Background: an optimization exercise with open tools, aiming at small area, a short achievable clock period and few clock cycles per item. Do not read the settings as production practice.
At most, simulation tests tie the RTL to the original design; equivalence was not proved.

sierra:
==> flow/design.v <==
`timescale 1ns / 1ps
module mod_mul64_module
#(
    parameter A_WIDTH = 64,
    parameter B_WIDTH = 64,
    parameter N_WIDTH = 64
)
(
    input clk,
    input rst,
    input start,
    input [A_WIDTH-1:0] A,
    input [B_WIDTH-1:0] B,
    input [N_WIDTH-1:0] N,
    output [N_WIDTH-1:0] P,
    output done
);
    localparam W = 66;
    localparam IDLE = 3'd0;
    localparam NORM = 3'd1;
    localparam LOOP = 3'd2;
    localparam CONV = 3'd3;
    localparam SHR  = 3'd4;
    reg [2:0] state;
    reg done_reg;
    reg [5:0] sc;
    reg [6:0] cnt;
    reg b_cur;       
    reg b_nxt;       
    reg b_nn;        
    reg md2;         
    reg md1;         
    reg mdh;         
    reg cadd;        
    reg cv;          
    reg q_a1;        
    reg q_a2;        
    reg q_s1;        
    reg q_s2;        
    reg neg;         
    reg [7:0] u4;    
    reg [63:0] n_reg;
    reg [7:0] v2;    
    reg [7:0] v1;    
    reg [7:0] v0;    
    reg [7:0] vm1;   
    reg [4:0] a5;    
    reg [5:0] a15;   
    reg [W-1:0] S, C;
    wire ml = md2;
    wire hold = md1;
    wire [W-1:0] s_in = ({W{md2}} & {S[W-2:0], 1'b0})
                      | ({W{hold}} & S)
                      | ({W{mdh}} & {1'b0, S[W-1:1]});
    wire [W-1:0] c_in = ({W{md2}} & {C[W-2:0], 1'b0})
                      | ({W{hold | mdh}} & C);
    wire [W-1:0] n1 = {2'b00, n_reg};
    wire [W-1:0] n2 = {1'b0, n_reg, 1'b0};
    wire [W-1:0] y = (({W{q_a1 | q_s1}} & n1) | ({W{q_a2 | q_s2}} & n2)) ^ {W{neg}};
    wire [W-1:0] s1 = s_in ^ c_in ^ y;
    wire [W-1:0] maj1 = (s_in & c_in) | (s_in & y) | (c_in & y);
    wire [W-1:0] c1 = {maj1[W-2:0], neg};
    wire xb = ml & b_cur;
    wire [W-1:0] x = {2'b00, {64{xb}} & A};
    wire [W-1:0] s2 = s1 ^ c1 ^ x;
    wire [W-1:0] maj2 = (s1 & c1) | (s1 & x) | (c1 & x);
    wire [W-1:0] c2 = {maj2[W-2:0], 1'b0};
    always @(posedge clk) begin
        S <= s2;
        C <= c2;
    end
    wire [7:0] u1 = S[65:58];
    wire [7:0] u2 = C[65:58];
    wire [7:0] e_s = u1 ^ u2 ^ u4;
    wire [7:0] e_c = {(u1[6:0] & u2[6:0]) | (u1[6:0] & u4[6:0]) | (u2[6:0] & u4[6:0]), 1'b0};
    wire lt2, lt1, lt0, ltm1;
    sign3 u_s2  (.a(e_s), .b(e_c), .k(v2),  .s(lt2));
    sign3 u_s1  (.a(e_s), .b(e_c), .k(v1),  .s(lt1));
    sign3 u_s0  (.a(e_s), .b(e_c), .k(v0),  .s(lt0));
    sign3 u_sm1 (.a(e_s), .b(e_c), .k(vm1), .s(ltm1));
    wire ge2 = !lt2;
    wire ge1 = !lt1;
    wire ge0 = !lt0;
    wire gem1 = !ltm1;
    wire nq_s2 = ge2;
    wire nq_s1 = ge1 & !ge2;
    wire nq_a1 = gem1 & !ge0;
    wire nq_a2 = !gem1;
    wire u4_first = (state == NORM);
    wire [7:0] u4_n = u4_first ? {2'b11, ~n_next[63:58]} :
                      ({8{nq_a1}} & {3'b000, n_reg[63:59]})
                    | ({8{nq_a2}} & {2'b00, n_reg[63:58]})
                    | ({8{nq_s1}} & {3'b111, ~n_reg[63:59]})
                    | ({8{nq_s2}} & {2'b11, ~n_reg[63:58]});
    reg [8:0] cz_grp;
    always @(posedge clk) begin
        cz_grp[0] <= ~|c2[7:0];
        cz_grp[1] <= ~|c2[15:8];
        cz_grp[2] <= ~|c2[23:16];
        cz_grp[3] <= ~|c2[31:24];
        cz_grp[4] <= ~|c2[39:32];
        cz_grp[5] <= ~|c2[47:40];
        cz_grp[6] <= ~|c2[55:48];
        cz_grp[7] <= ~|c2[63:56];
        cz_grp[8] <= ~|c2[W-1:64];
    end
    wire c_zero = &cz_grp;
    wire fin = (state == CONV) && !cadd && c_zero;
    wire done_now = cv && c_zero && !S[W-1];
    wire [6:0] cnt_3 = cnt + 7'd3;
    wire b_n3 = !cnt_3[6] & B[~cnt_3[5:0]];
    wire last = (cnt == {1'b0, sc} + 7'd63);
    wire [63:0] n_next = (state == IDLE) ? N :
                         (state == NORM && !n_reg[63]) ? {n_reg[62:0], 1'b0} : n_reg;
    always @(posedge clk) begin
        u4 <= u4_n;
        n_reg <= n_next;
        a5 <= A[63:59];
        a15 <= a15_n[6:1];
    end
    wire [6:0] a15_n = {2'b00, A[63:59]} + {1'b0, A[63:59], 1'b0};
    wire u3_h = b_nxt;
    wire u3_l = b_nn;
    wire [7:0] u3_n = (u3_h & u3_l) ? {2'b00, a15} :
                      u3_h ? {3'b000, a5} :
                      u3_l ? {4'b0000, a5[4:1]} : 8'd0;
    wire [7:0] fx_n = {5'b00001, n_next[62:60]};
    always @(posedge clk) begin
        v2 <= u3_n;
        v1 <= u3_n + 8'd4;
        v0 <= u3_n + fx_n + 8'd5;
        vm1 <= u3_n + {fx_n[6:0], 1'b0} + 8'd6;
    end
    always @(posedge clk, posedge rst) begin
        if (rst) begin
            state <= IDLE;
            done_reg <= 1'b0;
            sc <= 6'd0;
            cnt <= 7'd0;
            b_cur <= 1'b0;
            b_nxt <= 1'b0;
            b_nn <= 1'b0;
            md2 <= 1'b0;
            md1 <= 1'b1;
            mdh <= 1'b0;
            cadd <= 1'b0;
            cv <= 1'b0;
            q_a1 <= 1'b0;
            q_a2 <= 1'b0;
            q_s1 <= 1'b0;
            q_s2 <= 1'b0;
            neg <= 1'b0;
        end
        else begin
            cadd <= 1'b0;
            cv <= 1'b0;
            md2 <= 1'b0;
            md1 <= 1'b0;
            mdh <= 1'b0;
            q_a1 <= 1'b0;
            q_a2 <= 1'b0;
            q_s1 <= 1'b0;
            q_s2 <= 1'b0;
            neg <= 1'b0;
            case (state)
                IDLE: begin
                    b_nxt <= B[63];
                    b_nn <= B[62];
                    cnt <= 7'd0;
                    sc <= 6'd0;
                    if (start) begin
                        done_reg <= 1'b0;
                        state <= NORM;
                    end
                    else
                        md1 <= 1'b1;
                end
                NORM: begin
                    if (!n_reg[63])
                        sc <= sc + 6'd1;
                    if (n_reg[63] || n_reg[62]) begin
                        b_cur <= b_nxt;
                        b_nxt <= b_nn;
                        b_nn <= B[61];
                        state <= LOOP;
                        md2 <= 1'b1;
                        q_s2 <= 1'b1;
                        neg <= 1'b1;
                    end
                end
                LOOP: begin
                    cnt <= cnt + 7'd1;
                    b_cur <= b_nxt;
                    b_nxt <= b_nn;
                    b_nn <= b_n3;
                    if (last) begin
                        state <= CONV;
                        md1 <= 1'b1;
                        cadd <= 1'b1;
                        q_a1 <= gem1;
                        q_a2 <= !gem1;
                    end
                    else begin
                        md2 <= 1'b1;
                        q_s2 <= nq_s2;
                        q_s1 <= nq_s1;
                        q_a1 <= nq_a1;
                        q_a2 <= nq_a2;
                        neg <= ge1;
                    end
                end
                CONV: begin
                    md1 <= 1'b1;
                    cv <= (sc == 6'd0);
                    if (fin) begin
                        cv <= 1'b0;
                        if (S[W-1]) begin
                            q_a1 <= 1'b1;
                            cadd <= 1'b1;
                        end
                        else if (sc != 6'd0) begin
                            state <= SHR;
                            md1 <= 1'b0;
                            mdh <= 1'b1;
                        end
                        else begin
                            state <= IDLE;
                            done_reg <= 1'b1;
                        end
                    end
                end
                SHR: begin
                    sc <= sc - 6'd1;
                    if (sc == 6'd1) begin
                        state <= IDLE;
                        done_reg <= 1'b1;
                        md1 <= 1'b1;
                    end
                    else
                        mdh <= 1'b1;
                end
                default: state <= IDLE;
            endcase
        end
    end
    assign P = S[63:0];
    assign done = done_reg | done_now;
endmodule
module sign3 (
    input [7:0] a,
    input [7:0] b,
    input [7:0] k,
    output s
);
    wire [7:0] x = a ^ b ^ k;
    wire [7:0] y = {(a[6:0] & b[6:0]) | (a[6:0] & k[6:0]) | (b[6:0] & k[6:0]), 1'b0};
    wire [6:0] g0 = x[6:0] & y[6:0];
    wire [6:0] p0 = x[6:0] ^ y[6:0];
    wire [6:0] g1, p1, g2, p2, g3;
    genvar i;
    generate
        for (i = 0; i < 7; i = i + 1) begin : pf
            if (i < 1) begin : a1
                assign g1[i] = g0[i];
                assign p1[i] = p0[i];
            end else begin : b1
                assign g1[i] = g0[i] | (p0[i] & g0[i-1]);
                assign p1[i] = p0[i] & p0[i-1];
            end
            if (i < 2) begin : a2
                assign g2[i] = g1[i];
                assign p2[i] = p1[i];
            end else begin : b2
                assign g2[i] = g1[i] | (p1[i] & g1[i-2]);
                assign p2[i] = p1[i] & p1[i-2];
            end
            if (i < 4) begin : a3
                assign g3[i] = g2[i];
            end else begin : b3
                assign g3[i] = g2[i] | (p2[i] & g2[i-4]);
            end
        end
    endgenerate
    assign s = x[7] ^ y[7] ^ g3[6];
endmodule
Settings: LEC_CHECK=0, CAP_MARGIN=20, CORE_MARGIN=2, CORE_UTILIZATION=40, CTS_BUF_LIST=sky130_fd_sc_hd__clkbuf_4 sky130_fd_sc_hd__clkbuf_8, SETUP_SLACK_MARGIN=3.0, SLEW_MARGIN=20, BUFFER_PORTS_ARGS=-buffer_cell sky130_fd_sc_hd__buf_1, CTS_ARGS=-sink_clustering_enable -repair_clock_nets -dont_use_dummy_load -sink_clustering_size 14 -sink_clustering_max_diameter 70 -buf_list {sky130_fd_sc_hd__clkbuf_4 sky130_fd_sc_hd__clkbuf_8}; clock period 6.0 ns.
standard.sh (not shown) runs the stock make flow with config.mk's settings and CLKGATE_MAP_FILE= SYNTH_SCRIPT=/design/flow/synth_recipe.tcl, a recipe that flattens the netlist after the stock synthesis.
==> flow/flow/run.sh <==
#!/bin/bash
# The standard layout (the standard.sh) with two changes:
#  - plain buf_1 cells as the port buffers instead of clkdlybuf4s50_1;
#  - clock tree synthesis without dummy loads (same arguments as the
#    standard flow otherwise).
# The make output goes to standard.log; ORFS keeps each step's log under
# orfs/logs.
set -e
cat >> config.mk <<'CFG'
export BUFFER_PORTS_ARGS = -buffer_cell sky130_fd_sc_hd__buf_1
export CTS_ARGS = -sink_clustering_enable -repair_clock_nets -dont_use_dummy_load -sink_clustering_size 14 -sink_clustering_max_diameter 70 -buf_list {sky130_fd_sc_hd__clkbuf_4 sky130_fd_sc_hd__clkbuf_8}
CFG
bash standard.sh > standard.log 2>&1
Testbench counts of sierra, summed over its fixed seeds: cycles 14,291, ops 192.
What fjord does differently from sierra at the input level:
diff --git a/flow/design.v b/flow/design.v
--- a/flow/design.v
+++ b/flow/design.v
@@ -33,5 +33,4 @@
     reg mdh;         
     reg cadd;        
-    reg cv;          
     reg q_a1;        
     reg q_a2;        
@@ -107,10 +106,14 @@
     wire c_zero = &cz_grp;
     wire fin = (state == CONV) && !cadd && c_zero;
-    wire done_now = cv && c_zero && !S[W-1];
+    wire done_now = fin && !S[W-1] && (sc == 6'd0);
     wire [6:0] cnt_3 = cnt + 7'd3;
     wire b_n3 = !cnt_3[6] & B[~cnt_3[5:0]];
     wire last = (cnt == {1'b0, sc} + 7'd63);
-    wire [63:0] n_next = (state == IDLE) ? N :
-                         (state == NORM && !n_reg[63]) ? {n_reg[62:0], 1'b0} : n_reg;
+    wire n_ld = (state == IDLE);
+    wire n_sh = (state == NORM) && !n_reg[63];
+    wire n_hd = !n_ld && !n_sh;
+    wire [63:0] n_next = ({64{n_ld}} & N)
+                       | ({64{n_sh}} & {n_reg[62:0], 1'b0})
+                       | ({64{n_hd}} & n_reg);
     always @(posedge clk) begin
         u4 <= u4_n;
@@ -145,5 +148,4 @@
             mdh <= 1'b0;
             cadd <= 1'b0;
-            cv <= 1'b0;
             q_a1 <= 1'b0;
             q_a2 <= 1'b0;
@@ -154,5 +156,4 @@
         else begin
             cadd <= 1'b0;
-            cv <= 1'b0;
             md2 <= 1'b0;
             md1 <= 1'b0;
@@ -212,7 +213,5 @@
                 CONV: begin
                     md1 <= 1'b1;
-                    cv <= (sc == 6'd0);
                     if (fin) begin
-                        cv <= 1'b0;
                         if (S[W-1]) begin
                             q_a1 <= 1'b1;
### Flow results
[compare] base=sierra new=fjord: area of all sequential standard cells down about 10%, share of cells above drive strength 1 decreased by 0.40 points relative to the old numbers, final period demand of the worst path moved up. sierra has a lower multi-input combinational area share than fjord.
Only the layout flow was run in fjord; the RTL was not checked for function there.

========
mod_mul64_module, a different RTL version from the one above (not shown whole).
Size: ~1600 cells after synthesis, about 280 flip-flops, about 260 I/O pins, ~18000 um2 of cells after synthesis.
export LEC_CHECK = 0
export CAP_MARGIN = 20
export CORE_MARGIN = 2
export CORE_UTILIZATION = 40
export CTS_BUF_LIST = sky130_fd_sc_hd__clkbuf_4 sky130_fd_sc_hd__clkbuf_8
export SETUP_SLACK_MARGIN = 3.0
export SLEW_MARGIN = 20
export BUFFER_PORTS_ARGS = -buffer_cell sky130_fd_sc_hd__buf_1
export CTS_ARGS = -sink_clustering_enable -repair_clock_nets -dont_use_dummy_load -sink_clustering_size 14 -sink_clustering_max_diameter 70 -buf_list {sky130_fd_sc_hd__clkbuf_4 sky130_fd_sc_hd__clkbuf_8}
create_clock -name core_clock -period 6.0 [get_ports {clk}]
Scripts as last shown in full above: flow/flow/run.sh
Testbench counts at the start, summed over its fixed seeds: cycles 14,291, ops 192.
Then changed:
--- a/flow/design.v
+++ b/flow/design.v
@@ -23,25 +23,24 @@
     localparam SHR  = 3'd4;
     reg [2:0] state;
     reg done_reg;
     reg [5:0] sc;
     reg [6:0] cnt;
     reg b_cur;       
     reg b_nxt;       
     reg b_nn;        
     reg md2;         
     reg md1;         
     reg mdh;         
     reg cadd;        
-    reg cv;          
     reg q_a1;        
     reg q_a2;        
     reg q_s1;        
     reg q_s2;        
     reg neg;         
     reg [7:0] u4;    
     reg [63:0] n_reg;
     reg [7:0] v2;    
     reg [7:0] v1;    
     reg [7:0] v0;    
     reg [7:0] vm1;   
     reg [4:0] a5;    
@@ -78,38 +77,34 @@
     sign3 u_s1  (.a(e_s), .b(e_c), .k(v1),  .s(lt1));
     sign3 u_s0  (.a(e_s), .b(e_c), .k(v0),  .s(lt0));
     sign3 u_sm1 (.a(e_s), .b(e_c), .k(vm1), .s(ltm1));
     wire ge2 = !lt2;
     wire ge1 = !lt1;
     wire ge0 = !lt0;
     wire gem1 = !ltm1;
     wire nq_s2 = ge2;
     wire nq_s1 = ge1 & !ge2;
     wire nq_a1 = gem1 & !ge0;
     wire nq_a2 = !gem1;
     wire u4_first = (state == NORM);
-    wire [7:0] u4_n = ({8{nq_a1 & !u4_first}} & {3'b000, n_next[63:59]})
-                    | ({8{nq_a2 & !u4_first}} & {2'b00, n_next[63:58]})
-                    | ({8{nq_s1 & !u4_first}} & {3'b111, ~n_next[63:59]})
-                    | ({8{nq_s2 | u4_first}} & {2'b11, ~n_next[63:58]});
-    reg [16:0] cz_grp;
-    integer g;
-    always @(posedge clk) begin
-        for (g = 0; g < 16; g = g + 1)
-            cz_grp[g] <= ~|c2[4*g +: 4];
-        cz_grp[16] <= ~|c2[W-1:64];
-    end
-    wire c_zero = &cz_grp;
+    wire [7:0] u4_n = u4_first ? {2'b11, ~n_next[63:58]} :
+                      ({8{nq_a1}} & {3'b000, n_reg[63:59]})
+                    | ({8{nq_a2}} & {2'b00, n_reg[63:58]})
+                    | ({8{nq_s1}} & {3'b111, ~n_reg[63:59]})
+                    | ({8{nq_s2}} & {2'b11, ~n_reg[63:58]});
+    reg c_zero;      
+    always @(posedge clk)
+        c_zero <= ~|c2;
     wire fin = (state == CONV) && !cadd && c_zero;
-    wire done_now = cv && c_zero && !S[W-1];
+    wire done_now = fin && !S[W-1] && (sc == 6'd0);
     wire [6:0] cnt_3 = cnt + 7'd3;
     wire b_n3 = !cnt_3[6] & B[~cnt_3[5:0]];
     wire last = (cnt == {1'b0, sc} + 7'd63);
     wire [63:0] n_next = (state == IDLE) ? N :
                          (state == NORM && !n_reg[63]) ? {n_reg[62:0], 1'b0} : n_reg;
     always @(posedge clk) begin
         u4 <= u4_n;
         n_reg <= n_next;
         a5 <= A[63:59];
         a15 <= a15_n[6:1];
     end
     wire [6:0] a15_n = {2'b00, A[63:59]} + {1'b0, A[63:59], 1'b0};
@@ -129,34 +124,32 @@
         if (rst) begin
             state <= IDLE;
             done_reg <= 1'b0;
             sc <= 6'd0;
             cnt <= 7'd0;
             b_cur <= 1'b0;
             b_nxt <= 1'b0;
             b_nn <= 1'b0;
             md2 <= 1'b0;
             md1 <= 1'b1;
             mdh <= 1'b0;
             cadd <= 1'b0;
-            cv <= 1'b0;
             q_a1 <= 1'b0;
             q_a2 <= 1'b0;
             q_s1 <= 1'b0;
             q_s2 <= 1'b0;
             neg <= 1'b0;
         end
         else begin
             cadd <= 1'b0;
-            cv <= 1'b0;
             md2 <= 1'b0;
             md1 <= 1'b0;
             mdh <= 1'b0;
             q_a1 <= 1'b0;
             q_a2 <= 1'b0;
             q_s1 <= 1'b0;
             q_s2 <= 1'b0;
             neg <= 1'b0;
             case (state)
                 IDLE: begin
                     b_nxt <= B[63];
                     b_nn <= B[62];
@@ -196,27 +189,25 @@
                     end
                     else begin
                         md2 <= 1'b1;
                         q_s2 <= nq_s2;
                         q_s1 <= nq_s1;
                         q_a1 <= nq_a1;
                         q_a2 <= nq_a2;
                         neg <= ge1;
                     end
                 end
                 CONV: begin
                     md1 <= 1'b1;
-                    cv <= (sc == 6'd0);
                     if (fin) begin
-                        cv <= 1'b0;
                         if (S[W-1]) begin
                             q_a1 <= 1'b1;
                             cadd <= 1'b1;
                         end
                         else if (sc != 6'd0) begin
                             state <= SHR;
                             md1 <= 1'b0;
                             mdh <= 1'b1;
                         end
                         else begin
                             state <= IDLE;
                             done_reg <= 1'b1;
The new run ran to the end with no violations.
Global-route usage rose by 0.86 points.
Worst hold slack improves by 0.030 ns.
Core utilization rose by 0.91 points.
Non-clock buffer count rose by 20.
Design area fell by 0.62%.
Worst setup slack degrades by 0.21 ns.
Via count rose by 0.45%.
Sequential cell count fell by 17.
Testbench counts after the change, summed over its fixed seeds: cycles 14,291, ops 192.

==> what the ideal ports hide <==
Ports are ideal in the flow. The routed layouts listed here were re-timed in OpenROAD.
Step 1: set_driving_cell puts a clkbuf_16 on clk and a buf_2 on each other input, an assumption about the parent block.
Step 2 moves the port delays by t, midway between the first and last clock arrival at a register: inputs arrive t later, outputs are due t later. That takes back most of the time a late clock gives input paths.
Slacks: ideal / step 1 / step 2; pairs: ideal / step 1.
| run | t (ns) | setup slack, ns | worst setup path after step 2 | slew at the worst register clock pin (ns) |
|---|---|---|---|---|
| sierra | 0.625 | 2.885 / 2.885 / 2.885 | register to register | 0.10 / 0.10 |
| fjord | 0.621 | 2.645 / 2.645 / 2.645 | register to register | 0.10 / 0.10 |
| the first run of note 2 | 0.650 | 2.745 / 2.745 / 2.745 | register to register | 0.10 / 0.10 |
| the second run of note 2 | 0.630 | 2.536 / 2.536 / 2.536 | register to register | 0.10 / 0.10 |
After both steps every run listed still meets setup and hold.
